This is an optimization exercise on Yosys and OpenROAD, whose aim is small area, not a production implementation.
Only simulation tests tie the RTL to the original design; equivalence was not proved.
Power figures rest on the tool's default switching activity, not on a simulated workload.

==> module uart, before the edit <==
module uart (
    clk,
    reset,
    address,
    chipselect,
    writedata,
    readdata,
    write,
    read,
    uart_clk_out,
    uart_rx,
    uart_tx
);
    input   clk, reset;
    input            read, write, chipselect;
    input [2:0]      address;
    input [31:0]     writedata;
    output reg [31:0] readdata;
    input        uart_rx;
    output       uart_clk_out;
    output       uart_tx;
    reg [6:0]  STATUS;
    reg [31:0] CONTROL;
    reg [31:0] BRD;
    reg last_write;
    reg last_read;
    reg rdFIFO;
    reg W1C_STROBE;
    reg clr_rxo, clr_txo, clr_fe;
    wire [8:0] rx_head;
    wire [8:0] tx_word;
    wire [2:0] states_txfifo;
    wire [2:0] states_rxfifo;
    wire       FE;
    wire sel = chipselect;
    wire wr_data = write && sel && (address == 3'd0) && !last_write;
    wire wr_stat = write && sel && (address == 3'd1) && !W1C_STROBE;
    wire wr_ctrl = write && sel && (address == 3'd2);
    wire wr_brd  = write && sel && (address == 3'd3);
    wire rd_data = read && sel && (address == 3'd0) && !last_read;
    always @ (posedge clk or posedge reset)
    begin
        if (reset)
        begin
            last_write <= 1'b0;
            last_read  <= 1'b0;
        end
        else
        begin
            last_write <= write;
            last_read  <= read;
        end
    end
    always @ (posedge clk or posedge reset)
    begin
        if (reset)
        begin
            readdata <= 32'b0;
            rdFIFO   <= 1'b0;
        end
        else
        begin
            rdFIFO <= rd_data;
            if (read && sel && (address == 3'd1))
                readdata <= {25'b0, STATUS};
            else if (read && sel && (address == 3'd2))
                readdata <= CONTROL;
            else if (read && sel && (address == 3'd3))
                readdata <= BRD;
            else if (rdFIFO)
                readdata <= {23'b0, states_rxfifo[2] ? 9'b0 : rx_head};
        end
    end
    always @ (posedge clk or posedge reset)
    begin
        if (reset)
            STATUS <= 7'b010_0100;
        else if (W1C_STROBE)
            STATUS <= STATUS & ~{clr_fe, 2'b00, clr_txo, 2'b00, clr_rxo};
        else
            STATUS <= {FE, states_txfifo, states_rxfifo};
    end
    always @ (posedge clk or posedge reset)
    begin
        if (reset)
        begin
            CONTROL    <= 32'd0;
            BRD        <= 32'b0;
            W1C_STROBE <= 1'b0;
            clr_rxo    <= 1'b0;
            clr_txo    <= 1'b0;
            clr_fe     <= 1'b0;
        end
        else
        begin
            W1C_STROBE <= wr_stat && (writedata[0] || writedata[3] || writedata[6] || writedata[7]);
            clr_rxo    <= wr_stat && writedata[0];
            clr_txo    <= wr_stat && writedata[3];
            clr_fe     <= wr_stat && writedata[6];
            if (wr_ctrl)
                CONTROL <= writedata;
            else
                CONTROL[4] <= uart_clk_out;
            if (wr_brd)
                BRD <= writedata;
        end
    end
    wire baud;
    reg  baud_q;
    BAUD_GEN baudGen
    (
        .clk    (clk),
        .enable (CONTROL[3]),
        .reset  (reset),
        .BRD    (BRD),
        .Nout   (baud)
    );
    assign uart_clk_out = baud;
    always @ (posedge clk or posedge reset)
    begin
        if (reset)
            baud_q <= 1'b0;
        else
            baud_q <= baud;
    end
    wire tick = baud && !baud_q;
    wire tx_take;
    reg  tx_take_q;
    reg  rd_tx_fifo;
    wire rx_done;
    reg  rx_done_q;
    reg  wr_rx_fifo;
    always @ (posedge clk or posedge reset)
    begin
        if (reset)
        begin
            tx_take_q   <= 1'b0;
            rd_tx_fifo  <= 1'b0;
            rx_done_q   <= 1'b0;
            wr_rx_fifo  <= 1'b0;
        end
        else
        begin
            tx_take_q   <= tx_take;
            rd_tx_fifo  <= tx_take_q;
            rx_done_q   <= rx_done;
            wr_rx_fifo  <= rx_done_q;
        end
    end
    transmitter tx
    (
        .clk        (clk),
        .reset      (reset),
        .tx_tick    (tick),
        .tx_request (STATUS[5]),
        .tx_data    (tx_word),
        .parityMode (CONTROL[2:1]),
        .wordSize   (CONTROL[0]),
        .tx_take    (tx_take),
        .tx_out     (uart_tx)
    );
    TXFIFO txfifo
    (
        .DataIn   (writedata[8:0]),
        .DataOut  (tx_word),
        .wreq     (wr_data),
        .read     (rd_tx_fifo),
        .clk      (clk),
        .reset    (reset),
        .states   (states_txfifo),
        .ClearOV  (clr_txo)
    );
    wire [8:0] received;
    reciever rx
    (
        .clk        (clk),
        .reset      (reset),
        .rx_tick    (tick),
        .parityMode (CONTROL[2:1]),
        .wordSize   (CONTROL[0]),
        .FE         (FE),
        .clearFE    (clr_fe),
        .rxIn_pin   (uart_rx),
        .rx_done    (rx_done),
        .rx_data    (received)
    );
    FIFO rxfifo
    (
        .DataIn   (received),
        .DataOut  (),
        .Head     (rx_head),
        .write    (wr_rx_fifo),
        .read     (rdFIFO),
        .clk      (clk),
        .reset    (reset),
        .states   (states_rxfifo),
        .ClearOV  (clr_rxo)
    );
endmodule
==> flow/config.mk <==
export PLATFORM = sky130hd
export DESIGN_NAME = uart
export DESIGN_NICKNAME = uart
export VERILOG_FILES = /design/flow/design.v
export SDC_FILE = /design/flow/constraint.sdc
export NUM_CORES = 4
export LEC_CHECK = 0
export CAP_MARGIN = 20
export CORE_MARGIN = 2
export CORE_UTILIZATION = 65
export PLACE_DENSITY = 0.75
export SLEW_MARGIN = 20
==> flow/constraint.sdc <==
create_clock -name core_clock -period 10.0 [get_ports {clk}]
set_input_delay 2.0000 -clock core_clock [delete_from_list [all_inputs] [get_ports {clk}]]
set_output_delay 2.0000 -clock core_clock [all_outputs]
set_load 0.01 [all_outputs]
standard.sh (not shown) runs the stock make flow with config.mk's settings and CLKGATE_MAP_FILE= SYNTH_SCRIPT=/design/flow/synth_recipe.tcl, a recipe that flattens the netlist after the stock synthesis.
==> flow/flow/run.sh <==
#!/bin/bash
# Own layout flow: the standard ORFS flow (standard.sh, the standard flow's synthesis
# script) with these changes:
#  - Yosys's ABC step maps for area (flow/abc_area.script in place of ORFS's
#    abc_speed.script; the registers are mapped before ABC and do not change);
#  - port buffers use the smallest buffer (buf_1) instead of clkdlybuf4s50_1;
#  - clock tree: clkbuf_8 leaf buffers, 18-sink clusters, no dummy loads.
set -euo pipefail
here=$(pwd)
rm -rf "$here/scripts"
cp -r "$FLOW_HOME/scripts" "$here/scripts"
cp "$here/flow/abc_area.script" "$here/scripts/abc_speed.script"
export SCRIPTS_DIR="$here/scripts"
export BUFFER_PORTS_ARGS="-buffer_cell sky130_fd_sc_hd__buf_1"
export CTS_ARGS="-sink_clustering_enable -repair_clock_nets -dont_use_dummy_load -buf_list sky130_fd_sc_hd__clkbuf_8 -sink_clustering_size 18 -sink_clustering_max_diameter 60"
bash standard.sh > standard_flow.log 2>&1
==> flow/flow/abc_area.script <==
strash
dch -f
amap
The starting point completed with no timing, DRC or antenna violations.
Edit:
--- a/flow/design.v
+++ b/flow/design.v
@@ -135,10 +135,67 @@
                 else if (ClearOV)
                     OV <= 1'b0;
             end
         end
 endmodule
+module RXFIFO(
+        output     [8:0] Head,
+        input      [8:0] DataIn,
+        input            read, write, clk, reset, ClearOV,
+        output     [2:0] states
+        );
+        reg [143:0] Ring;             
+        reg [3:0] hp;                 
+        reg [4:0] count;              
+        reg       pend;               
+        reg [3:0] wp;                 
+        reg       OV;
+        wire Empty = (count == 5'd0);
+        wire Full  = count[4];
+        assign states = {Empty, Full, OV};
+        wire do_read  = read && !Empty;
+        wire do_write = write && !Full;
+        wire [3:0] tail = hp + count[3:0];       
+        wire put = do_write ? (tail == 4'd15) : (pend && wp == 4'd15);
+        assign Head = (pend && wp == hp) ? DataIn : Ring[9*hp +: 9];
+        always @ (posedge clk)
+        begin
+            Ring <= {Ring[134:0], put ? DataIn : Ring[143:135]};
+        end
+        always @ (posedge clk, posedge reset)
+        begin
+            if (reset) begin
+                hp    <= 4'd0;
+                count <= 5'd0;
+                pend  <= 1'b0;
+                wp    <= 4'd0;
+                OV    <= 1'b0;
+            end
+            else begin
+                hp <= hp + 1'b1 + do_read;
+                if (do_read && !do_write)
+                    count <= count - 1'b1;
+                else if (do_write && !do_read)
+                    count <= count + 1'b1;
+                if (do_write)
+                begin
+                    pend <= (tail != 4'd15);
+                    wp   <= tail + 1'b1;
+                end
+                else
+                begin
+                    if (wp == 4'd15)
+                        pend <= 1'b0;
+                    wp <= wp + 1'b1;
+                end
+                if (write && Full)
+                    OV <= 1'b1;
+                else if (ClearOV)
+                    OV <= 1'b0;
+            end
+        end
+endmodule
 module transmitter (
     input       clk,
     input       reset,
     input       tx_tick,           
     input       tx_request,        
@@ -522,14 +579,13 @@
         .clearFE    (clr_fe),
         .rxIn_pin   (uart_rx),
         .rx_done    (rx_done),
         .rx_data    (received)
     );
-    FIFO rxfifo
+    RXFIFO rxfifo
     (
         .DataIn   (received),
-        .DataOut  (),
         .Head     (rx_head),
         .write    (wr_rx_fifo),
         .read     (rdFIFO),
         .clk      (clk),
         .reset    (reset),
=> Cell count rose by a few percent. Count of clock-buffer cells in the layout does not change. Hold slack stays flat. Combinational power fell by roughly a tenth. Global-route usage rose by 0.36 points. Die area fell by a few percent. Worst setup slack gets worse by 0.14 ns.

-- static timing again, ports no longer ideal --
The results above use ideal ports. As a check the final layouts listed here were re-extracted and re-timed, cells and wires unchanged. Step 1: set_driving_cell puts a clkbuf_16 on clk and a buf_2 on each other input, an assumption about the parent block. Step 2 adds t to the input delays and takes it off the output delays; t is the mean of the earliest and latest rising clock arrival at the registers after step 1. Input paths then give back, and output paths get back, about the clock's delay inside the block. Slacks: ideal / step 1 / step 2; pairs: ideal / step 1.
run	t, ns	slack for setup (ns)	worst setup path at the end	worst slew at a driven data input, ns
the first run	0.599	4.931 / 4.931 / 4.589	input to register	0.08
the second run	0.603	4.790 / 4.820 / 4.217	input to register	0.04
After both steps setup and hold are still met in every run listed. The setup slack of the second run, which loses most, moves by +0.030 ns with the drivers and by -0.573 ns with both steps.
